Context: an optimization exercise on an open-source flow, tuned for small area and a short achievable clock period. The choices shown serve that exercise and are no tape-out recipe. Function was not checked in any run shown here: the RTL went through the layout flow alone. No activity file was given, so power comes from the tool's default toggle rates.

==> flow/design.v (outline; a module is shown in full before it is edited, if it fits) <==
// module float_copro_dp: 1551 lines
// module float_copro: 40 lines
module float_copro
   (
    input  logic        clk,
    input  logic        copro_valid,
    input  logic        copro_accept,
    input  logic [10:0] copro_opcode,
    input  logic [31:0] copro_op0,
    input  logic [31:0] copro_op1,
    output logic        copro_complete,
    output logic [31:0] copro_result
    );
  // ...
==> flow/flow/run.sh <==
#!/bin/bash
set -euo pipefail
MARGIN=${MARGIN:-9.0}
R=orfs/results/$FLOW_PLATFORM/float_copro/base
bash standard.sh synth > log_synth.txt 2>&1
python3 flow/fixinv.py $R/1_2_yosys.v $R/1_2_yosys_fixinv.v > log_fixinv.txt 2>&1
cp $R/1_2_yosys.v $R/1_2_yosys_orig.v
cp $R/1_2_yosys_fixinv.v $R/1_2_yosys.v
rm -f $R/1_synth.odb $R/1_synth.sdc
bash standard.sh synth > log_synth_odb.txt 2>&1
for step in floorplan place cts route finish; do
  bash standard.sh SETUP_SLACK_MARGIN=$MARGIN \
    "BUFFER_PORTS_ARGS=-buffer_cell sky130_fd_sc_hd__buf_1" $step > log_$step.txt 2>&1
done
==> flow/flow/fixinv.py <==
#!/usr/bin/env python3
"""Remove inverters around full adders in a Yosys-written gate netlist.

A full adder is self-dual: FA(~a, ~b, ~c) = (~cout, ~sum).  Yosys's extract_fa
leaves many inverters between adder cells.  This script chooses a polarity for
every full-adder cell (all its pins inverted or not) and for every xor2/xnor2
cell (an xor2 is an xnor2 with its output inverted), so that as few signals as
possible are needed in both polarities, and rebuilds the netlist with one
inverter for each signal that is.  Usage: fixinv.py IN.v OUT.v"""
import re, sys, random, math

LIB = "sky130_fd_sc_hd__"
OUTPINS = {"X", "Y", "Q", "Q_N", "COUT", "SUM", "HI", "LO"}

src = open(sys.argv[1]).read()
m = re.search(r"^\s*" + LIB, src, re.M)
head, body = src[:m.start()], src[m.start():]
end = body.rindex("endmodule")
tail, body = body[end:], body[:end]

inst_re = re.compile(r"\s*(" + LIB + r"\w+)\s+(\S+)\s*\((.*?)\);\s*", re.S)
pin_re = re.compile(r"\.(\w+)\(\s*(.*?)\s*\)\s*(?:,|$)", re.S)
cells, order = {}, []
pos = 0
while pos < len(body):
    mm = inst_re.match(body, pos)
    if not mm:
        if body[pos:].strip():
            sys.exit("unparsed netlist text: " + body[pos:pos + 200])
        break
    typ, name, pins = mm.groups()
    cells[name] = [typ, {p: n.strip() for p, n in pin_re.findall(pins.strip())}]
    order.append(name)
    pos = mm.end()

ports = set()
for mo in re.finditer(r"^\s*(?:output|input)\s+(\[\d+:\d+\]\s*)?(\S+)\s*;", head, re.M):
    rng, nm = mo.groups()
    if rng:
        a, b = map(int, re.findall(r"\d+", rng))
        ports.update(f"{nm}[{i}]" for i in range(min(a, b), max(a, b) + 1))
    ports.add(nm)

def kind(c):
    t = cells[c][0][len(LIB):]
    if t.startswith("inv_") or t.startswith("clkinv_"):
        return "inv"
    if t.startswith("fa_"):
        return "fa"
    if t.startswith("xor2_") or t.startswith("xnor2_"):
        return "x2"
    return "other"

drv, lds = {}, {}
for c, (t, pm) in cells.items():
    for p, n in pm.items():
        (drv.__setitem__(n, (c, p)) if p in OUTPINS else lds.setdefault(n, []).append((c, p)))

# root of every net through inverter chains
def root(n):
    par = 0
    seen = 0
    while n in drv and kind(drv[n][0]) == "inv" and seen < 50:
        n = cells[drv[n][0]][1]["A"]
        par ^= 1
        seen += 1
    return n, par

invs = [c for c in cells if kind(c) == "inv"]
roots = {}   # root net -> {"loads": [(cell, pin, par)], "names": {par: name}}
def R(r):
    return roots.setdefault(r, {"loads": [], "names": {0: r}})
for n in set(list(drv) + list(lds)):
    if n in drv and kind(drv[n][0]) == "inv":
        r, par = root(n)
        R(r)["names"].setdefault(par, n)
for c in cells:
    if kind(c) == "inv":
        continue
    for p, n in cells[c][1].items():
        if p in OUTPINS:
            continue
        r, par = root(n)
        R(r)["loads"].append((c, p, par))
for r, d in roots.items():
    for par, name in list(d["names"].items()):
        pass
port_need = {}
for pn in ports:
    if pn in drv or pn in lds:
        r, par = root(pn)
        if r in roots or pn in drv:
            R(r)
            if roots[r]["names"].get(par) not in (None, pn):
                # two names of the same phase, one a port: keep as is by making the
                # port a separate load that needs that phase
                pass
            roots[r]["names"][par] = pn
            port_need.setdefault(r, set()).add(par)

flip = {c: 0 for c in cells if kind(c) in ("fa", "x2")}
def drvflip(r):
    d = drv.get(r)
    if d is None:
        return 0
    c = d[0]
    return flip.get(c, 0)

def loadflip(c):
    return flip.get(c, 0) if kind(c) == "fa" else 0

def cost_root(r):
    d = roots[r]
    s = drvflip(r)
    need = set()
    for c, p, par in d["loads"]:
        need.add(par ^ loadflip(c) ^ s)
    for par in port_need.get(r, ()):
        need.add(par ^ s)
    return 1 if len(need) > 1 or (need == {1}) else 0
# note: need == {1} alone means every load wants the other phase: 1 inverter

cell_roots = {}
for r, d in roots.items():
    if r in drv:
        cell_roots.setdefault(drv[r][0], set()).add(r)
    for c, p, par in d["loads"]:
        cell_roots.setdefault(c, set()).add(r)

def total():
    return sum(cost_root(r) for r in roots)

start_inv = len(invs)
best = total()
cur = best
bestflip = dict(flip)
vars_ = list(flip)
random.seed(1)
T = 1.0
N = 60000
for it in range(N):
    T = 1.0 * (1 - it / N) + 0.02
    c = random.choice(vars_)
    rs = cell_roots.get(c, ())
    before = sum(cost_root(r) for r in rs)
    flip[c] ^= 1
    after = sum(cost_root(r) for r in rs)
    dlt = after - before
    if dlt <= 0 or random.random() < math.exp(-dlt / T):
        cur += dlt
        if cur < best:
            best = cur
            bestflip = dict(flip)
    else:
        flip[c] ^= 1
flip = bestflip

# rebuild
for c in invs:
    del cells[c]
newid = [0]
new_wires = []
def fresh(base):
    newid[0] += 1
    n = f"_fixinv_{newid[0]}_"
    new_wires.append(n)
    return n
ninv = 0
for r, d in roots.items():
    s = drvflip(r)
    names = dict(d["names"])
    if r in drv:
        # driver output now carries phase s
        pass
    need = {}
    for c, p, par in d["loads"]:
        ph = par ^ loadflip(c)
        need.setdefault(ph, []).append((c, p))
    for par in port_need.get(r, ()):
        need.setdefault(par, [])
    if not need:
        continue
    # the driven net: name of phase s
    if s not in names:
        names[s] = fresh(r)
    if r in drv:
        c, p = drv[r]
        cells[c][1][p] = names[s]
    for ph, lst in need.items():
        if ph not in names:
            names[ph] = fresh(r)
        for c, p in lst:
            cells[c][1][p] = names[ph]
        if ph != s:
            newid[0] += 1
            nm = f"_fixinv_i{newid[0]}_"
            cells[nm] = [LIB + "inv_1", {"A": names[s], "Y": names[ph]}]
            order.append(nm)
            ninv += 1
for c in cells:
    if kind(c) == "fa" and flip[c]:
        pass  # pins already rewired by phase; the cell itself is unchanged

for c in list(cells):
    if kind(c) == "x2" and flip[c]:
        t = cells[c][0]
        pm = cells[c][1]
        if "xnor2_" in t:
            cells[c][0] = t.replace("xnor2_", "xor2_")
            pm["X"] = pm.pop("Y")
        else:
            cells[c][0] = t.replace("xor2_", "xnor2_")
            pm["Y"] = pm.pop("X")
out = [head]
for w in new_wires:
    out.append(f"  wire {w};\n")
for c in order:
    if c in cells:
        t, pm = cells[c]
        out.append(f"  {t} {c} (\n" + ",\n".join(f"    .{p}({n}{' ' if n.startswith(chr(92)) else ''})" for p, n in pm.items()) + "\n  );\n")
out.append(tail)
open(sys.argv[2], "w").write("".join(out))
print(f"fixinv: inverters {start_inv} -> {ninv} (model {best}); flipped {sum(flip.values())} cells",
      file=sys.stderr)
==> flow/standard.sh <==
#!/bin/bash
# synth_recipe.tcl (not shown) runs the flow's synth.tcl, then flattens the netlist and writes it again
# the make line also repeats each setting of config.mk as NAME=value (left out here)
make -C /OpenROAD-flow-scripts/flow DESIGN_CONFIG=/design/flow/config.mk WORK_HOME=/design/flow/orfs CLKGATE_MAP_FILE= SYNTH_SCRIPT=/design/flow/synth_recipe.tcl "${@:-finish}"
==> flow/config.mk <==
export PLATFORM = sky130hd
export DESIGN_NAME = float_copro
export DESIGN_NICKNAME = float_copro
export VERILOG_FILES = /design/flow/design.v
export SDC_FILE = /design/flow/constraint.sdc
export NUM_CORES = 4
export LEC_CHECK = 0
export CAP_MARGIN = 20
export CORE_MARGIN = 2
export CORE_UTILIZATION = 40
export SLEW_MARGIN = 20
==> flow/constraint.sdc <==
create_clock -name core_clock -period 14.0 [get_ports {clk}]
set_input_delay 2.8000 -clock core_clock [delete_from_list [all_inputs] [get_ports {clk}]]
set_output_delay 2.8000 -clock core_clock [all_outputs]
set_load 0.01 [all_outputs]
==> results.cfg, run 1 <==
[outcome]
outcome = finished clean

[timing]
setup_violations = 0
fmax_ghz = 0.175
fin_skew_ns = 0.0298
fin_crit_sh = 0.409

[cts]
cts_root_buf = clkbuf_16
cts.clk_slew.worst_paths_ns = 0.09
clock-sinks = 111

[route]
route.met2.wl_um = 20900
drt-met1-wl_um = 19800
detail_route.iter0.violations = 1298
via_count = 11795

[power_and_ir_drop]
p_sw_mw = 1.44
p_comb_frac = 0.757
pwr-share-clk = 0.094
vdd_drop_max_v = 0.000108

[synthesis]
synth.avg_cell_area_um2 = 9.89

[finish]
reg.largest.list = a_r x32, b_r x32, lo_r x24
diodes = 0
numSequentialCells = 111
final-nonclk-buf-share = 0.0699

[placed_design]
hpwl_um = 31700
pre_cts_slack_ns = 7.47

[worst_setup_path]
reg2reg_slack_ns = 8.28
crit_path_start_kind = flip-flop
critPathCaptureType = flip-flop
cp_max_fo = 11
cp.depth = 18
cp_top_family = adder cells
arrival_ns = 5.97
cp_num_buf_inv = 0

[floorplanning]
die_x_um = 194
pin_count = 111

[worst_hold_path]
hold_start = cnt[1]$_SDFFE_PP0P_

[global_routing]
grt_pass1_wl_um = 70500
gr-max-usage-layer = met2
==> module float_copro, before the edit <==
module float_copro
   (
    input  logic        clk,
    input  logic        copro_valid,
    input  logic        copro_accept,
    input  logic [10:0] copro_opcode,
    input  logic [31:0] copro_op0,
    input  logic [31:0] copro_op1,
    output logic        copro_complete,
    output logic [31:0] copro_result
    );
   logic [31:0] a_r, b_r;
   logic        mul_r, as_r, sub_r;    
   logic [3:0]  cnt;           
   logic [23:0] lo_d, lo_r;
   logic        cy_d, cy_r;
   logic [7:0] hs_d, hc_d, hs_r, hc_r;
   float_copro_dp datapath (
      .a(a_r), .b(b_r), .mul(mul_r), .addsub(as_r), .sub(sub_r),
      .lo(lo_d), .lo_cy(cy_d), .hi_s(hs_d), .hi_c(hc_d)
   );
   always_ff @(posedge clk) begin
      a_r   <= copro_op0;
      b_r   <= copro_op1;
      mul_r <= copro_opcode[1:0] == 2'd2;
      as_r  <= !copro_opcode[1];
      sub_r <= copro_opcode[1:0] == 2'd1;
      lo_r  <= lo_d;
      cy_r  <= cy_d;
      hs_r  <= hs_d;
      hc_r  <= hc_d;
      if (!copro_valid || copro_accept)
         cnt <= 4'd0;
      else if (cnt != 4'd15)
         cnt <= cnt + 4'd1;
   end
   assign copro_complete = mul_r ? cnt >= 4'd2 : as_r ? cnt >= 4'd3 : cnt >= 4'd11;
   wire [8:0] hi = {hs_r, 1'b1} + {hc_r, cy_r};
   assign copro_result = {hi[8:1], lo_r};
endmodule
==> run 2, diff against run 1 <==
--- a/flow/design.v
+++ b/flow/design.v
@@ -1,18 +1,18 @@
 module float_copro_dp (
    input  logic [31:0] a,
    input  logic [31:0] b,
    input  logic        mul,     
    input  logic        addsub,      
    input  logic        sub,     
-   output logic [23:0] lo,
+   output logic [19:0] lo,
    output logic        lo_cy,
-   output logic [7:0] hi_s,
-   output logic [7:0] hi_c
+   output logic [11:0] hi_s,
+   output logic [11:0] hi_c
    );
    wire [15:0] one, two, neg;
    wire [31:0] c = a & {32{addsub}};
    genvar k;
    generate
       for (k = 0; k < 16; k = k + 1) begin : enc
          wire x2 = a[2*k+1];
          wire x1 = a[2*k];
@@ -1540,37 +1540,37 @@
    assign tx24 = tx22 ^ tx23;
    assign tx25 = fc99 ^ fc142;
    assign tx26 = tx24 ^ tx25;
    assign tx27 = tx26 ^ fc143;
    assign tx28 = tx27 ^ fc168;
    assign tx29 = tx28 ^ fc196;
    wire [31:0] rs = {tx29, fc195, fc194, fc193, fc192, fc191, fc190, fc189, fc188, fc187, fc186, fc185, fc184, fc183, fc182, fc181, fc180, fc179, fc178, fc177, fc176, fc175, fc174, fc173, fc172, fc171, fc170, hc29, hs29, hc28, hc27, pp0_0};
    wire [31:0] rc = {1'b0, fs196, fs195, fs194, fs193, fs192, fs191, fs190, fs189, fs188, fs187, fs186, fs185, fs184, fs183, fs182, fs181, fs180, fs179, fs178, fs177, fs176, fs175, fs174, fs173, fs172, fs171, fs170, fc169, fs169, hs28, hs27};
-   assign {lo_cy, lo} = {1'b0, rs[23:0]} + {1'b0, rc[23:0]};
-   assign hi_s = rs[31:24];
-   assign hi_c = rc[31:24];
+   assign {lo_cy, lo} = {1'b0, rs[19:0]} + {1'b0, rc[19:0]};
+   assign hi_s = rs[31:20];
+   assign hi_c = rc[31:20];
 endmodule
 module float_copro
    (
     input  logic        clk,
     input  logic        copro_valid,
     input  logic        copro_accept,
     input  logic [10:0] copro_opcode,
     input  logic [31:0] copro_op0,
     input  logic [31:0] copro_op1,
     output logic        copro_complete,
     output logic [31:0] copro_result
     );
    logic [31:0] a_r, b_r;
    logic        mul_r, as_r, sub_r;    
    logic [3:0]  cnt;           
-   logic [23:0] lo_d, lo_r;
+   logic [19:0] lo_d, lo_r;
    logic        cy_d, cy_r;
-   logic [7:0] hs_d, hc_d, hs_r, hc_r;
+   logic [11:0] hs_d, hc_d, hs_r, hc_r;
    float_copro_dp datapath (
       .a(a_r), .b(b_r), .mul(mul_r), .addsub(as_r), .sub(sub_r),
       .lo(lo_d), .lo_cy(cy_d), .hi_s(hs_d), .hi_c(hc_d)
    );
    always_ff @(posedge clk) begin
       a_r   <= copro_op0;
       b_r   <= copro_op1;
       mul_r <= copro_opcode[1:0] == 2'd2;
@@ -1581,11 +1581,11 @@
       hs_r  <= hs_d;
       hc_r  <= hc_d;
       if (!copro_valid || copro_accept)
          cnt <= 4'd0;
       else if (cnt != 4'd15)
          cnt <= cnt + 4'd1;
    end
    assign copro_complete = mul_r ? cnt >= 4'd2 : as_r ? cnt >= 4'd3 : cnt >= 4'd11;
-   wire [8:0] hi = {hs_r, 1'b1} + {hc_r, cy_r};
-   assign copro_result = {hi[8:1], lo_r};
+   wire [12:0] hi = {hs_r, 1'b1} + {hc_r, cy_r};
+   assign copro_result = {hi[12:1], lo_r};
 endmodule
==> flow/flow/run.sh (replaced) <==
#!/bin/bash
# Standard ORFS layout (the standard.sh) with these changes:
#  - after the standard synthesis, flow/fixinv.py removes the inverters that
#    Yosys's full-adder extraction leaves between adder cells (it flips the
#    polarity of adder cells, which are self-dual), and the netlist is loaded
#    from the result;
#  - ports are buffered with buf_1 cells (the standard flow picks a larger
#    delay cell); the resizer still sizes them up where timing needs it;
set -euo pipefail
MARGIN=${MARGIN:-9.0}
R=orfs/results/$FLOW_PLATFORM/float_copro/base
bash standard.sh synth > log_synth.txt 2>&1
cp $R/1_2_yosys.v $R/1_2_yosys_orig.v
python3 flow/fixinv.py $R/1_2_yosys_orig.v $R/1_2_yosys_fixinv.v > log_fixinv.txt 2>&1
python3 flow/xorbal.py $R/1_2_yosys_fixinv.v $R/1_2_yosys.v > log_xorbal.txt 2>&1
rm -f $R/1_synth.odb $R/1_synth.sdc
bash standard.sh synth > log_synth_odb.txt 2>&1
for step in floorplan place cts route finish; do
  bash standard.sh SETUP_SLACK_MARGIN=$MARGIN \
    "BUFFER_PORTS_ARGS=-buffer_cell sky130_fd_sc_hd__buf_1" $step > log_$step.txt 2>&1
done
==> flow/flow/xorbal.py (new file) <==
#!/usr/bin/env python3
"""Rebalance xor trees in a gate netlist by estimated arrival time.

ABC sees the logic between full-adder cells with every input arriving at the
same time, so the parity of the top product column (an xor of many adder
outputs) often has its latest inputs at the bottom of the tree.  This pass
finds every tree of xor2/xnor2/xor3/xnor3 cells (each inner cell feeding only
the next one), estimates when each leaf signal arrives with a coarse delay
model, and rebuilds the tree from xor2 cells, always joining the two earliest
signals (an xnor2 at the root when the parity is inverted).
Usage: xorbal.py IN.v OUT.v"""
import re, sys

LIB = "sky130_fd_sc_hd__"
OUTPINS = {"X", "Y", "Q", "Q_N", "COUT", "SUM", "HI", "LO"}

src = open(sys.argv[1]).read()
m = re.search(r"^\s*" + LIB, src, re.M)
head, body = src[:m.start()], src[m.start():]
end = body.rindex("endmodule")
tail, body = body[end:], body[:end]
inst_re = re.compile(r"\s*(" + LIB + r"\w+)\s+(\S+)\s*\((.*?)\);\s*", re.S)
pin_re = re.compile(r"\.(\w+)\(\s*(.*?)\s*\)\s*(?:,|$)", re.S)
cells, order = {}, []
pos = 0
while pos < len(body):
    mm = inst_re.match(body, pos)
    if not mm:
        if body[pos:].strip():
            sys.exit("unparsed netlist text: " + body[pos:pos + 200])
        break
    typ, name, pins = mm.groups()
    cells[name] = [typ, {p: n.strip() for p, n in pin_re.findall(pins.strip())}]
    order.append(name)
    pos = mm.end()
ports = set()
for mo in re.finditer(r"^\s*(?:output|input)\s+(\[\d+:\d+\]\s*)?(\S+)\s*;", head, re.M):
    rng, nm = mo.groups()
    if rng:
        a, b = map(int, re.findall(r"\d+", rng))
        ports.update(f"{nm}[{i}]" for i in range(min(a, b), max(a, b) + 1))
    ports.add(nm)

def base(c):
    return re.sub(r"_\d+$", "", cells[c][0][len(LIB):])

XOR = {"xor2": (["A", "B"], "X", 0), "xnor2": (["A", "B"], "Y", 1),
       "xor3": (["A", "B", "C"], "X", 0), "xnor3": (["A", "B", "C"], "X", 1)}

def build():
    drv, lds = {}, {}
    for c, (t, pm) in cells.items():
        for p, n in pm.items():
            if p in OUTPINS:
                drv[n] = (c, p)
            else:
                lds.setdefault(n, []).append((c, p))
    return drv, lds
drv, lds = build()

DELAY = {"fa": {"SUM": 0.5, "COUT": 0.42}, "ha": {"SUM": 0.3, "COUT": 0.25},
         "dfxtp": {"Q": 0.4}, "xor2": 0.2, "xnor2": 0.2, "xor3": 0.35, "xnor3": 0.35,
         "inv": 0.07, "buf": 0.15, "clkbuf": 0.15}
memo = {}
def arrival(n, depth=0):
    if n in memo:
        return memo[n]
    d = drv.get(n)
    if d is None or depth > 400:
        return 0.0
    c, p = d
    b = base(c)
    dl = DELAY.get(b, 0.2)
    if isinstance(dl, dict):
        dl = dl.get(p, 0.3)
    dl += 0.02 * len(lds.get(n, []))
    if b.startswith("dfxtp") or b.startswith("dfrtp"):
        t = dl
    else:
        t = dl + max([arrival(x, depth + 1) for q, x in cells[c][1].items()
                      if q not in OUTPINS] + [0.0])
    memo[n] = t
    return t

def is_x(c):
    return c in cells and base(c) in XOR

def inner(c):
    """c is an inner node: its output feeds exactly one load, an xor cell."""
    out = cells[c][1][XOR[base(c)][1]]
    l = lds.get(out, [])
    return out not in ports and len(l) == 1 and is_x(l[0][0])

sys.setrecursionlimit(10000)
for n in list(drv):
    arrival(n)
roots = [c for c in order if is_x(c) and not inner(c)]
newid = [0]
new_wires = []
changed = 0
for r in roots:
    leaves, parity, members = [], 0, []
    stack = [r]
    while stack:
        c = stack.pop()
        members.append(c)
        ins, out, inv = XOR[base(c)]
        parity ^= inv
        for p in ins:
            n = cells[c][1][p]
            d = drv.get(n)
            if d and is_x(d[0]) and inner(d[0]) and d[0] not in members:
                stack.append(d[0])
            else:
                # an inverter in front of the tree only flips its parity
                while d and d[0] in cells and base(d[0]) in ("inv", "clkinv"):
                    n = cells[d[0]][1]["A"]
                    parity ^= 1
                    d = drv.get(n)
                leaves.append(n)
    if len(leaves) < 3:
        continue
    # equal leaves cancel
    cnt = {}
    for n in leaves:
        cnt[n] = cnt.get(n, 0) + 1
    leaves = [n for n in cnt for _ in range(cnt[n] % 2)]
    if len(leaves) < 2:
        continue
    items = sorted((arrival(n), n) for n in leaves)
    rout = cells[r][1][XOR[base(r)][1]]
    for c in members:
        del cells[c]
    while len(items) > 1:
        (t0, x), (t1, y) = items[0], items[1]
        items = items[2:]
        last = not items
        newid[0] += 1
        nm = f"_xorbal_{newid[0]}_"
        if last:
            o = rout
            typ = "xnor2_1" if parity else "xor2_1"
        else:
            o = f"_xorbal_n{newid[0]}_"
            new_wires.append(o)
            typ = "xor2_1"
        cells[nm] = [LIB + typ, {"A": x, "B": y, ("Y" if typ.startswith("xnor") else "X"): o}]
        order.append(nm)
        items.append((max(t0, t1) + 0.2, o))
        items.sort()
    changed += 1

# drop inverters left without loads
while True:
    drv, lds = build()
    dead = [c for c in cells if base(c) in ("inv", "clkinv")
            and not lds.get(cells[c][1]["Y"]) and cells[c][1]["Y"] not in ports]
    if not dead:
        break
    for c in dead:
        del cells[c]

out = [head]
for w in new_wires:
    out.append(f"  wire {w};\n")
for c in order:
    if c in cells:
        t, pm = cells[c]
        out.append(f"  {t} {c} (\n" + ",\n".join(
            f"    .{p}({n}{' ' if n.startswith(chr(92)) else ''})" for p, n in pm.items()) + "\n  );\n")
out.append(tail)
open(sys.argv[2], "w").write("".join(out))
print(f"xorbal: rebuilt {changed} xor trees", file=sys.stderr)
==> run 2 against run 1 <==
  * Highest routed layer unchanged
  * Clock power grew 53%
  * Final cell count up 2.6%
  * Clock skew fell by 0.012 ns
  * Design area is 3.1% higher
  * Still clean
  * First-iteration DRC count increased by 4.5%
  * Die area is 0.17% higher
  * Utilization grew 1.4 points
  * Setup slack improved by 0.25 ns
  * Non-clock buffer count is 30 higher
  * Total power decreased by 8.7%
  * Largest power group unchanged
  * Register-to-register slack improved by 0.54 ns
==> results.cfg, run 2 <==
[outcome]
outcome = finished clean

[synthesis]
yosysWarnings = 1
syn_nets = 1807
syn_inst = 1453
synth.avg_cell_area_um2 = 9.95
synth_area_um2 = 14500

[finish]
reg.largest.list = a_r x32, b_r x32, lo_r x20
layout_commonest_cell = a22oi_1
mostFrequentLayoutCells = a22oi_1, fa_1, xor2_1, xnor2_1, buf_4
drive_gt1_frac = 0.162
diodes = 0
syn2layout_area_growth_pct = 17.6
fin_nets = 1919

[route]
drt_pass1_iterations = 5
via_count = 11989
wl_per_cell_um = 23.0
viasPerCell = 5.88
route.detailed.drc = 0
detail_route.iter0.violations = 1356
drtAntennaViolNets = 0
wl_um = 46800

[cts]
cts_tree = built
clock-sinks = 115
numCtsBuffers = 17
cts.clk_slew.worst_paths_ns = 0.07
cts_htree_levels = 4
clk_path_buf_depth = 2
cts_root_buf = clkbuf_16
clk_latency_ns = 0.45

[worst_setup_path]
cp.required_ns = 11.20
critPathCaptureType = primary output
cp_max_fo = 2
crit_path_start_kind = flip-flop
arrival_ns = 2.68
criticalPathCategory = reg2out

[power_and_ir_drop]
power_mw = 2.86
cellLeakagePower_nw = 6.77
pwr-share-clk = 0.158
p_sw_mw = 1.26
seqPwrFrac = 0.167
swShare = 0.440
powerDensity_nw_per_um2 = 168
p_comb_frac = 0.676
p_int_mw = 1.60
vdd_drop_max_v = 0.0000942

[global_routing]
grt_max_degree = 37
grt-ovfl-total = 0
antenna_found_initial = 0
grt_pass1_vias = 12218
grt_util_all_layers = 0.244
grt_pass1_wl_um = 71400

[floorplanning]
start_util = 0.406
rows = 69
die_h_um = 194
die_area_um2 = 37700
coreArea_um2 = 35600
die_x_um = 194
pin_count = 111

[worst_hold_path]
hold_class = reg2reg

[placed_design]
gp_congestion = 0.868
hpwl_um = 31300
port_buffers = 101

[timing]
finalHoldViolations = 0
worst_pin_slew_ns = 0.875
timing.setup.tns_ns = 0
grt_setup_unrepaired = true
maxSlewHeadroom = 0.416
fmax_ghz = 0.183
fin_crit_sh = 0.391
holdWs_ns = 0.573
maxSlewViolCount = 0
setup_violations = 0
fin_skew_ns = 0.0177
layout_min_cycle_time_ns = 5.48

[run]
maxCapViolCount = 0
[run 2: worst max-delay path: stages, from the launching register on]
cell,delay (ns)
dfxtp_4,0.36
ha_4,0.25
a21o_1,0.11
a21oi_2,0.07
o21ai_2,0.13
a21oi_2,0.09
buf_4,0.13
buf_4,0.12
buf_4,0.12
buf_4,0.11
buf_4,0.12
buf_4,0.12
buf_4,0.12
buf_4,0.13
xnor2_2,0.11
buf_2,0.14
[run 2: through the flow]
step / cells / worst slack (ns) / area (um^2) / utilization
finish: 2039 / 8.52 / 17000 / 0.478
global route: 2039 / 8.40 / 17000 / 0.478
global placement: 1923 / 7.74 / 15200 / 0.426
CTS: 2016 / 8.47 / 16500 / 0.464
detailed placement: 1923 / 7.61 / 15200 / 0.426
floorplan: 1453 / 9.01 / 14500 / -
[run 2: worst paths after layout]
path	start	to	slack, ns	cells past startpoint
worst max-delay path	hs_r[0]$_DFF_P_	copro_result[24]	8.52	15
worst min-delay path	cnt[1]$_SDFFE_PP0P_	cnt[1]$_SDFFE_PP0P_	0.57	2
worst max register to register	mul_r$_DFF_P_	hs_r[11]$_DFF_P_	8.82	23
worst min register to register	cnt[1]$_SDFFE_PP0P_	cnt[1]$_SDFFE_PP0P_	0.57	2
[run 2: repair_timing]
item / CTS / global route
pin swaps: 35 / 48
setup endpoints to repair: 42 / 20
setup buffers: 59 / 20
hold buffers: 0 / 0
cloned: 2 / 3
resized for setup: 84 / 69
[run 2: layout make-up]
cell class	instances	area [um^2]
clock buffer	17	425
inverter	50	214
tap	461	577
timing repair buffer	217	1450
fill	3355	18600
sequential	115	2350
clock inverter	15	159
multi-input combinational	1164	11800
[run 2: metal layers]
layer	vias up	global-route usage	wire length, um
met5	-	0	0
met4	0	0.0957	1480
met3	116	0.0501	4640
met2	765	0.374	21000
met1	5893	0.338	19700
li1	5215	-	-
[run 2: power groups by stage]
stage	sequential (mW)	clock [mW]	combinational, mW
after CTS	0.475	0.458	1.82
after floorplan	0.477	0	1.23
after global routing	0.485	0.474	2.16
after global placement	0.480	0	1.64
final	0.476	0.451	1.93
after detailed placement	0.479	0	1.69
==> run 3, diff against run 2 <==
--- a/flow/config.mk
+++ b/flow/config.mk
@@ -7,5 +7,5 @@
 export LEC_CHECK = 0
 export CAP_MARGIN = 20
 export CORE_MARGIN = 2
-export CORE_UTILIZATION = 40
+export CORE_UTILIZATION = 65
 export SLEW_MARGIN = 20
==> run 3 against run 2 <==
  * Still clean on timing, DRC and antenna
  * Synthesized area stayed put
  * Global-route usage grew 14 points
  * Sequential share of layout area increased by 0.28 points
  * Utilization up 28 points
  * Via count grew 0.86%
  * Final cell count decreased by 9.9%
  * Setup slack improved by 0.069 ns
  * Design area is 2.2% lower
  * Clock power decreased by 6.2%
  * First-iteration DRC count grew 25%
==> results.cfg, run 3 <==
[finish]
fillers = 1549
final_cell_area_um2 = 16600
layout_commonest_cell = a22oi_1
reg.largest.list = a_r x32, b_r x32, lo_r x20
syn2layout_area_growth_pct = 15.0
fin_nets = 1899
mostFrequentLayoutCells = a22oi_1, fa_1, xor2_1, xnor2_1, dfxtp_1
drive_gt1_frac = 0.147
diodes = 0

[floorplanning]
die_x_um = 153
rows = 54
pin_count = 111
die_h_um = 153
coreArea_um2 = 21800
start_util = 0.662
die_area_um2 = 23400

[worst_hold_path]
hold_start = cnt[3]$_SDFFE_PP0P_
hold_class = reg2reg
holdPathEnd = cnt[2]$_SDFFE_PP0P_
hold_depth = 2

[synthesis]
synth.avg_cell_area_um2 = 9.95
synth_area_um2 = 14500
yosysWarnings = 1
syn_nets = 1807
syn_inst = 1453

[global_routing]
gr-max-usage-layer = met2
grtUsageMet1 = 0.523
grt_pass1_vias = 12380
grt_util_met2 = 0.565
grt_pass1_wl_um = 69000
antenna_found_initial = 0
global_route.usage.met3 = 0.0944
grt_util_all_layers = 0.380
grt_max_degree = 37
grt-ovfl-total = 0

[cts]
clock-sinks = 115
ctsHoldBuffers = 0
cts_tree = built
clk_path_buf_depth = 2
numCtsBuffers = 17
cts.clk_slew.worst_paths_ns = 0.07
cts_htree_levels = 4
clk_latency_ns = 0.43
cts_root_buf = clkbuf_16

[worst_setup_path]
cp_max_fo = 2
crit_path_start_kind = flip-flop
arrival_ns = 2.61
timing.rr.start = mul_r$_DFF_P_
reg2reg_slack_ns = 8.71
crit_start = cy_r$_DFF_P_
cp_common_cell = o21ai_2
path_cells = fa_2, inv_2, nor2b_2, o21ai_2, a21boi_2, o21ai_1, nand2b_1, a21oi_2, o21ai_2, o41a_1, xor2_1, buf_2
cpMaxStageDelayCell = fa_2
critPathCaptureType = primary output
cpPeakStageDelay_ns = 0.39
ff2ff_path_depth = 22
criticalPathCategory = reg2out
worstReg2RegEnd = hs_r[11]$_DFF_P_
cp.required_ns = 11.20

[placed_design]
port_buffers = 101
gp_congestion = 0.953
place_area_um2 = 14900
hpwl_um = 29000
pre_cts_slack_ns = 7.68

[route]
route.detailed.drc = 0
detail_route.iter0.violations = 1689
drt_pass1_iterations = 9
viasPerCell = 6.58
via_count = 12092
drtAntennaViolNets = 0
wl_um = 44700
wl_per_cell_um = 24.3

[timing]
fin_ws_ns = 8.59
timing.setup.tns_ns = 0
maxSlewHeadroom = 0.467
fin_skew_ns = 0.0163
fin_crit_sh = 0.386
finalHoldViolations = 0
worst_pin_slew_ns = 0.798
setup_violations = 0
fmax_ghz = 0.185
layout_min_cycle_time_ns = 5.41
grt_setup_unrepaired = true
maxSlewViolCount = 0

[power_and_ir_drop]
cellLeakagePower_nw = 6.66
powerDensity_nw_per_um2 = 164
vdd_drop_max_v = 0.000116

[outcome]
outcome = finished clean

[run]
maxCapViolCount = 0
==> run 3: what timing repair did <==
item | 4_1_cts | 5_1_grt
cloned | 4 | 4
pin swaps | 43 | 44
gates resized for setup | 86 | 63
endpoints found under the setup margin | 41 | 15
buffers inserted | 37 | 20
==> run 3: per-layer routing <==
layer,wire length (um),vias up
li1,-,5184
met1,17100,5763
met2,19400,925
met3,5700,220
met4,2420,0
met5,0,-
==> run 3: power by group <==
group	internal, mW	total, mW	switching, mW
Sequential	0.431	0.472	0.0405
Combinational	0.864	1.84	0.975
Clock	0.243	0.423	0.179
Total	1.54	2.73	1.19
==> run 3: worst max-delay path: cells and delay by family (launching register included) <==
kind                       cells  cell delay (ns)
DFF                            1             0.34
buffers and inverters          2             0.22
xor gates and xnor gates       1             0.14
AOI/OAI and AO/OA              6             0.94
and+or+nand+nor                2             0.15
adders and majority gates      1             0.39
==> run 3: how the worst max path moves through the flow <==
stage                             endpoint  slack, ns
after floorplan           copro_result[31]       9.01
after global placement    lo_r[19]$_DFF_P_       7.74
after detailed placement  lo_r[18]$_DFF_P_       7.68
after CTS                 copro_result[31]       8.51
after global routing      copro_result[31]       8.40
final                     copro_result[31]       8.59
==> run 3: final cells by class <==
| class | count | area [um^2] | share of cell area |
|---|---|---|---|
| well taps | 280 | 350 | 0.0211 |
| multi-input cells | 1166 | 11900 | 0.714 |
| inverters | 50 | 210 | 0.0126 |
| flip-flops and latches | 115 | 2340 | 0.141 |
| clock buffers | 19 | 433 | 0.0261 |
| clock inverters | 13 | 113 | 0.00678 |
| repair buffers | 195 | 1310 | 0.0789 |
==> run 3: per-stage QoR <==
| step | utilization | total power, mW | hold WS, ns | std cells |
|---|---|---|---|---|
| after floorplan | - | 1.71 | 0.524 | 1453 |
| after global placement | 0.684 | 2.06 | 0.549 | 1741 |
| after detailed placement | 0.684 | 2.11 | 0.560 | 1741 |
| after CTS | 0.739 | 2.60 | 0.568 | 1814 |
| after global routing | 0.761 | 2.99 | 0.622 | 1838 |
| final | 0.761 | 2.73 | 0.570 | 1838 |
==> run 4, diff against run 3 <==
--- a/flow/flow/run.sh
+++ b/flow/flow/run.sh
@@ -7,7 +7,7 @@
 #  - ports are buffered with buf_1 cells (the standard flow picks a larger
 #    delay cell); the resizer still sizes them up where timing needs it;
 set -euo pipefail
-MARGIN=${MARGIN:-9.0}
+MARGIN=${MARGIN:-8.3}
 R=orfs/results/$FLOW_PLATFORM/float_copro/base
 bash standard.sh synth > log_synth.txt 2>&1
 cp $R/1_2_yosys.v $R/1_2_yosys_orig.v
--- a/flow/flow/xorbal.py
+++ b/flow/flow/xorbal.py
@@ -94,6 +94,7 @@
 sys.setrecursionlimit(10000)
 for n in list(drv):
     arrival(n)
+QUANT = 0.8
 roots = [c for c in order if is_x(c) and not inner(c)]
 newid = [0]
 new_wires = []
@@ -127,7 +128,9 @@
     leaves = [n for n in cnt for _ in range(cnt[n] % 2)]
     if len(leaves) < 2:
         continue
-    items = sorted((arrival(n), n) for n in leaves)
+    # arrival estimates are coarse: quantize them so that leaves of about the
+    # same arrival are joined in balanced trees rather than chains
+    items = sorted((round(arrival(n) / QUANT) * QUANT, n) for n in leaves)
     rout = cells[r][1][XOR[base(r)][1]]
     for c in members:
         del cells[c]
--- a/flow/config.mk
+++ b/flow/config.mk
@@ -7,5 +7,5 @@
 export LEC_CHECK = 0
 export CAP_MARGIN = 20
 export CORE_MARGIN = 2
-export CORE_UTILIZATION = 65
+export CORE_UTILIZATION = 40
 export SLEW_MARGIN = 20
==> run 4 against run 3 <==
  * Sequential power is essentially flat
  * Non-clock buffer count is 58 lower
  * Design area fell by 4.6%
  * Clock skew is 0.0026 ns higher
  * Die area up 61%
  * Maximum frequency down 2.4%
  * First-iteration DRC count decreased by 16%
  * Critical path type is now reg2reg
  * Largest power group unchanged
==> results.cfg, run 4 <==
[worst_setup_path]
criticalPathCategory = reg2reg
cp-endpoint = cy_r$_DFF_P_
cp.required_ns = 14.29
reg2reg_slack_ns = 8.45
cp_num_buf_inv = 1
cp.depth = 15
ff2ff_path_depth = 15
cp_top_family = adder cells
arrival_ns = 5.84
path_cells = buf_6, and2_1, a22oi_1, xor2_1, ha_1, fa_1, fa_1, fa_1, ha_1, a21oi_1, o21ai_0, a21oi_1, nor2b_1, a311oi_1, a21oi_1
crit_start = mul_r$_DFF_P_
critPathCaptureType = flip-flop
worstReg2RegEnd = cy_r$_DFF_P_
timing.rr.start = mul_r$_DFF_P_
cpMaxStageDelayCell = and2_1
cpPeakStageDelay_ns = 0.91
cp_max_fo = 72
crit_path_start_kind = flip-flop

[placed_design]
pre_cts_slack_ns = 7.56
numPlacedInstances = 1920
gp_congestion = 0.911
hpwl_um = 31500
port_buffers = 101

[timing]
layout_min_cycle_time_ns = 5.55
fin_ws_ns = 8.45
worst_pin_slew_ns = 1.12
fin_skew_ns = 0.0190
holdWs_ns = 0.570
timing.setup.tns_ns = 0
fin_crit_sh = 0.396
finalHoldViolations = 0
maxSlewViolCount = 0
maxSlewHeadroom = 0.251
grt_setup_unrepaired = false
setup_violations = 0
fmax_ghz = 0.180

[floorplanning]
rows = 69
pin_count = 111
die_x_um = 194
die_h_um = 194
die_area_um2 = 37700
coreArea_um2 = 35600
start_util = 0.406

[synthesis]
synth_area_um2 = 14500
syn_inst = 1453
synth.avg_cell_area_um2 = 9.95
syn_nets = 1807
yosysWarnings = 1

[route]
drtAntennaViolNets = 0
wl_per_cell_um = 22.7
route.detailed.drc = 0
detail_route.iter0.violations = 1427
drt_pass1_iterations = 6
via_count = 11509
viasPerCell = 5.88
wl_um = 44500

[worst_hold_path]
hold_class = reg2reg
hold_start = cnt[1]$_SDFFE_PP0P_

[cts]
cts_tree = built
clk_latency_ns = 0.44
ctsHoldBuffers = 0
cts_htree_levels = 4
clk_path_buf_depth = 2
cts_root_buf = clkbuf_16
numCtsBuffers = 17
cts.clk_slew.worst_paths_ns = 0.06
clock-sinks = 115

[global_routing]
global_route.usage.met3 = 0.0360
grt_pass1_vias = 11979
grt_pass1_wl_um = 69700
grt-ovfl-total = 0
antenna_found_initial = 0
grt_max_degree = 73
grtUsageMet1 = 0.334
grt_util_met2 = 0.362
grt_util_all_layers = 0.238
gr-max-usage-layer = met2

[finish]
layout_commonest_cell = a22oi_1
regArea_um2 = 2310
reg.largest.list = a_r x32, b_r x32, lo_r x20
fin_cells = 1958
fin_nets = 1838
multiInputGateArea_um2 = 11500
diodes = 0
syn2layout_area_growth_pct = 9.70
mostFrequentLayoutCells = a22oi_1, fa_1, xor2_1, xnor2_1, dfxtp_1
fillers = 3452
drive_gt1_frac = 0.0701

[run]
maxCapViolCount = 0

[power_and_ir_drop]
power_mw = 2.61
powerDensity_nw_per_um2 = 165
cellLeakagePower_nw = 6.25
vdd_drop_max_v = 0.000103

[outcome]
outcome = finished clean
## run 4: how the worst min path moves through the flow
stage	endpoint	slack [ns]	cells after the start
3_5_place_dp	cnt[1]$_SDFFE_PP0P_	0.57	2
6_report	cnt[1]$_SDFFE_PP0P_	0.57	2
4_1_cts	cnt[1]$_SDFFE_PP0P_	0.57	2
5_1_grt	cnt[2]$_SDFFE_PP0P_	0.61	2
3_3_place_gp	cnt[2]$_SDFFE_PP0P_	0.55	2
2_1_floorplan	cnt[2]$_SDFFE_PP0P_	0.52	2
## run 4: worst reg2reg max path, delay by kind of cell (launching register included)
kind	cells	cell delay, ns
adder cells (fa/ha/maj)	5	2.14
AO/OA/AOI/OAI	6	1.33
AND/OR/NAND/NOR	2	1.01
buffers and inverters	1	0.42
flip-flops	1	0.32
XOR/XNOR	1	0.19
## run 4: what timing repair did
| action | 4_1_cts | 5_1_grt |
|---|---|---|
| endpoints found under the setup margin | 13 | 8 |
| gates resized for setup | 16 | 20 |
| cloned | 0 | 0 |
| endpoints found under the hold margin | 0 | 0 |
| pin swaps | 1 | 8 |
| setup buffers | 5 | 1 |
## run 4: metrics by stage
step                utilization  area, um^2
floorplan                     -       14500
global placement          0.425       15100
detailed placement        0.425       15100
CTS                       0.444       15800
global route              0.446       15900
finish                    0.446       15900
## run 4: routing by layer
layer	share of wire	vias to the layer above
li1	-	5052
met1	0.43	5634
met3	0.093	121
met4	0.043	0
met2	0.44	702
met5	0	-
## run 4: area by class of cell
class | instances | share of cell area
Clock inverter | 14 | 0.00963
Multi-Input combinational cell | 1163 | 0.727
Timing Repair Buffer | 137 | 0.0414
Tap cell | 461 | 0.0364
Inverter | 50 | 0.0130
Clock buffer | 18 | 0.0271
Sequential cell | 115 | 0.145
## run 4: report_power, final
group | internal (mW) | switching, mW | leakage, nW
Clock | 0.264 | 0.179 | 0.285
Sequential | 0.431 | 0.0398 | 0.969
Combinational | 0.749 | 0.948 | 5.00
==> run 5, diff against run 4 <==
--- a/flow/flow/run.sh
+++ b/flow/flow/run.sh
@@ -7,7 +7,7 @@
 #  - ports are buffered with buf_1 cells (the standard flow picks a larger
 #    delay cell); the resizer still sizes them up where timing needs it;
 set -euo pipefail
-MARGIN=${MARGIN:-8.3}
+MARGIN=${MARGIN:-7.8}
 R=orfs/results/$FLOW_PLATFORM/float_copro/base
 bash standard.sh synth > log_synth.txt 2>&1
 cp $R/1_2_yosys.v $R/1_2_yosys_orig.v
--- a/flow/config.mk
+++ b/flow/config.mk
@@ -7,5 +7,5 @@
 export LEC_CHECK = 0
 export CAP_MARGIN = 20
 export CORE_MARGIN = 2
-export CORE_UTILIZATION = 40
+export CORE_UTILIZATION = 65
 export SLEW_MARGIN = 20
==> run 5 against run 4 <==
  * Count of clock-buffer cells in the layout up 1
  * Design area is 1.7% lower
  * First-iteration DRC count up 1.3%
  * Clock power grew 7.4%
  * Utilization increased by 27 points
  * Flip-flop and latch count is the same
  * Clock skew decreased by 0.0050 ns
  * Maximum frequency decreased by 6.0%
  * Critical path depth is 5 higher
  * Critical path type unchanged
==> results.cfg, run 5 <==
[outcome]
outcome = finished clean

[route]
detail_route.iter0.violations = 1445
route.met2.wl_um = 18300
drt_pass1_iterations = 6
via_count = 11608
drtAntennaViolNets = 0
viasPerCell = 6.54
wl_per_cell_um = 23.5
route.detailed.drc = 0
dr_wl_met3_um = 5080
drt-met1-wl_um = 16600
highest_layer = met4
wl_um = 41700

[worst_setup_path]
cp_num_buf_inv = 1
cp_top_family = XOR/XNOR gates
ff2ff_path_depth = 20
timing.rr.start = mul_r$_DFF_P_
criticalPathCategory = reg2reg
arrival_ns = 6.23
critPathCaptureType = flip-flop
cpPeakStageDelay_ns = 0.83
cpMaxStageDelayCell = and2_1
crit_path_start_kind = flip-flop
worstReg2RegEnd = hs_r[11]$_DFF_P_
cp_common_cell = xor2_1
cp_max_fo = 72
path_cells = buf_4, and2_1, a22oi_1, xor2_1, xor2_1, xor2_1, xor2_1, xor2_1, xor2_1, xor2_1, xor2_1, xor2_1, xor2_1, xor2_1, xor2_1, xor2_1, xor2_1, xor2_1, xor2_1, xor2_1
reg2reg_slack_ns = 8.10
cp.required_ns = 14.32

[finish]
mostFrequentLayoutCells = a22oi_1, fa_1, xor2_1, xnor2_1, dfxtp_1
final_cell_area_um2 = 15600
multiInputGateArea_um2 = 11500
fin_cells = 1775
reg.largest.list = a_r x32, b_r x32, lo_r x20
layout_commonest_cell = a22oi_1
syn2layout_area_growth_pct = 7.81
fin_nets = 1836
diodes = 0
fillers = 1717
drive_gt1_frac = 0.0548
regArea_um2 = 2300

[placed_design]
port_buffers = 101
gp_congestion = 0.947
numPlacedInstances = 1738
pre_cts_slack_ns = 7.62
hpwl_um = 29000
place_area_um2 = 14900

[global_routing]
grt-ovfl-total = 0
grt_max_degree = 73
grt_pass1_vias = 11890
antenna_found_initial = 0
grt_pass1_wl_um = 65600
grt_util_all_layers = 0.362

[floorplanning]
rows = 54
start_util = 0.662
pin_count = 111
die_h_um = 153
coreArea_um2 = 21800
die_area_um2 = 23400
die_x_um = 153

[timing]
holdWs_ns = 0.587
fin_skew_ns = 0.0140
timing.setup.tns_ns = 0
fmax_ghz = 0.169
maxSlewViolCount = 0
grt_setup_unrepaired = false
maxSlewHeadroom = 0.226
setup_violations = 0
worst_pin_slew_ns = 1.16
layout_min_cycle_time_ns = 5.90
fin_ws_ns = 8.10
finalHoldViolations = 0
fin_crit_sh = 0.422

[cts]
cts_root_buf = clkbuf_16
cts_htree_levels = 4
cts.clk_slew.worst_paths_ns = 0.06
numCtsBuffers = 17
cts_tree = built
clk_latency_ns = 0.43
clk_path_buf_depth = 2
clock-sinks = 115

[synthesis]
syn_nets = 1807
syn_inst = 1453
synth.avg_cell_area_um2 = 9.95
yosysWarnings = 1
synth_area_um2 = 14500

[worst_hold_path]
hold_start = cnt[3]$_SDFFE_PP0P_
hold_depth = 2
holdPathEnd = cnt[2]$_SDFFE_PP0P_
hold_class = reg2reg

[run]
maxCapViolCount = 0

[power_and_ir_drop]
cellLeakagePower_nw = 6.23
powerDensity_nw_per_um2 = 166
vdd_drop_max_v = 0.0000976
-- run 5: report_power, final --
group          leakage [nW]  total [mW]  switching [mW]  internal [mW]
combinational          4.96        1.64           0.908          0.732
sequential            0.968       0.471          0.0412          0.430
clock                 0.301       0.476           0.183          0.292
-- run 5: layer usage --
metal / GRT usage / vias to the layer above
met5: 0.00207 / -
met4: 0.155 / 0
met3: 0.0876 / 154
met2: 0.554 / 824
met1: 0.493 / 5585
li1: - / 5045
-- run 5: per-stage QoR --
| stage | total power [mW] | utilization |
|---|---|---|
| after floorplan | 1.70 | - |
| after global placement | 2.05 | 0.683 |
| after detailed placement | 2.12 | 0.683 |
| after CTS | 2.60 | 0.713 |
| after global routing | 2.83 | 0.714 |
| final | 2.59 | 0.714 |
-- run 5: worst max-delay path by stage --
| stage | cells after the start | startpoint | to |
|---|---|---|---|
| after floorplan | 19 | a_r[3]$_DFF_P_ | cy_r$_DFF_P_ |
| after global placement | 17 | mul_r$_DFF_P_ | cy_r$_DFF_P_ |
| after detailed placement | 17 | mul_r$_DFF_P_ | cy_r$_DFF_P_ |
| after CTS | 15 | mul_r$_DFF_P_ | lo_r[18]$_DFF_P_ |
| after global routing | 16 | mul_r$_DFF_P_ | lo_r[19]$_DFF_P_ |
| final | 20 | mul_r$_DFF_P_ | hs_r[11]$_DFF_P_ |
-- run 5: final cells by class --
| class | instances | share of cell area |
|---|---|---|
| Sequential cell | 115 | 0.148 |
| Multi-Input combinational cell | 1163 | 0.736 |
| Inverter | 50 | 0.0128 |
| Clock inverter | 13 | 0.0110 |
| Timing Repair Buffer | 135 | 0.0407 |
| Clock buffer | 19 | 0.0291 |
| Tap cell | 280 | 0.0225 |
-- run 5: worst reg2reg max path: cells and delay by family, from the launching register on --
family | cells | cell delay [ns]
AOI/OAI and AO/OA | 1 | 0.19
xor gates and xnor gates | 17 | 3.84
buffers and inverters | 1 | 0.57
DFF | 1 | 0.31
and+or+nand+nor | 1 | 0.86
-- run 5: repair_timing --
item,4_1_cts,5_1_grt
resized for setup,1,4
buffers inserted,5,0
pin swaps,0,0
hold buffers,0,0
setup endpoints to repair,4,4

re-timing with driven ports:
In the flow no input, the clock included, has a driving cell. The finished layouts below were timed again as built, in two steps. Step 1 (the two cells are an assumption about what drives the block):
set clk [get_ports {clk}]
set_driving_cell -lib_cell sky130_fd_sc_hd__clkbuf_16 $clk
set_driving_cell -lib_cell sky130_fd_sc_hd__buf_2 [delete_from_list [all_inputs] $clk]
Step 2, shift: input delay + t, output delay - t, t = (earliest + latest rising clock arrival at the registers) / 2. This alone moves slack from input paths to output paths. a / b / c = ideal ports / drivers / drivers and shift; a / b = the first two.
| run | t, ns | setup slack, ns | latest minus earliest clock arrival (ns) | pins driven straight from the clock port |
|---|---|---|---|---|
| run 1 | 0.434 | 8.276 / 8.276 / 8.276 | 0.030 / 0.031 | 1 |
| run 2 | 0.493 | 8.522 / 8.468 / 8.824 | 0.018 / 0.019 | 1 |
| run 3 | 0.473 | 8.590 / 8.540 / 8.708 | 0.016 / 0.016 | 1 |
| run 4 | 0.481 | 8.455 / 8.438 / 8.455 | 0.019 / 0.019 | 1 |
| run 5 | 0.472 | 8.098 / 8.086 / 8.098 | 0.014 / 0.014 | 1 |
After both steps setup and hold are still met in every run listed.
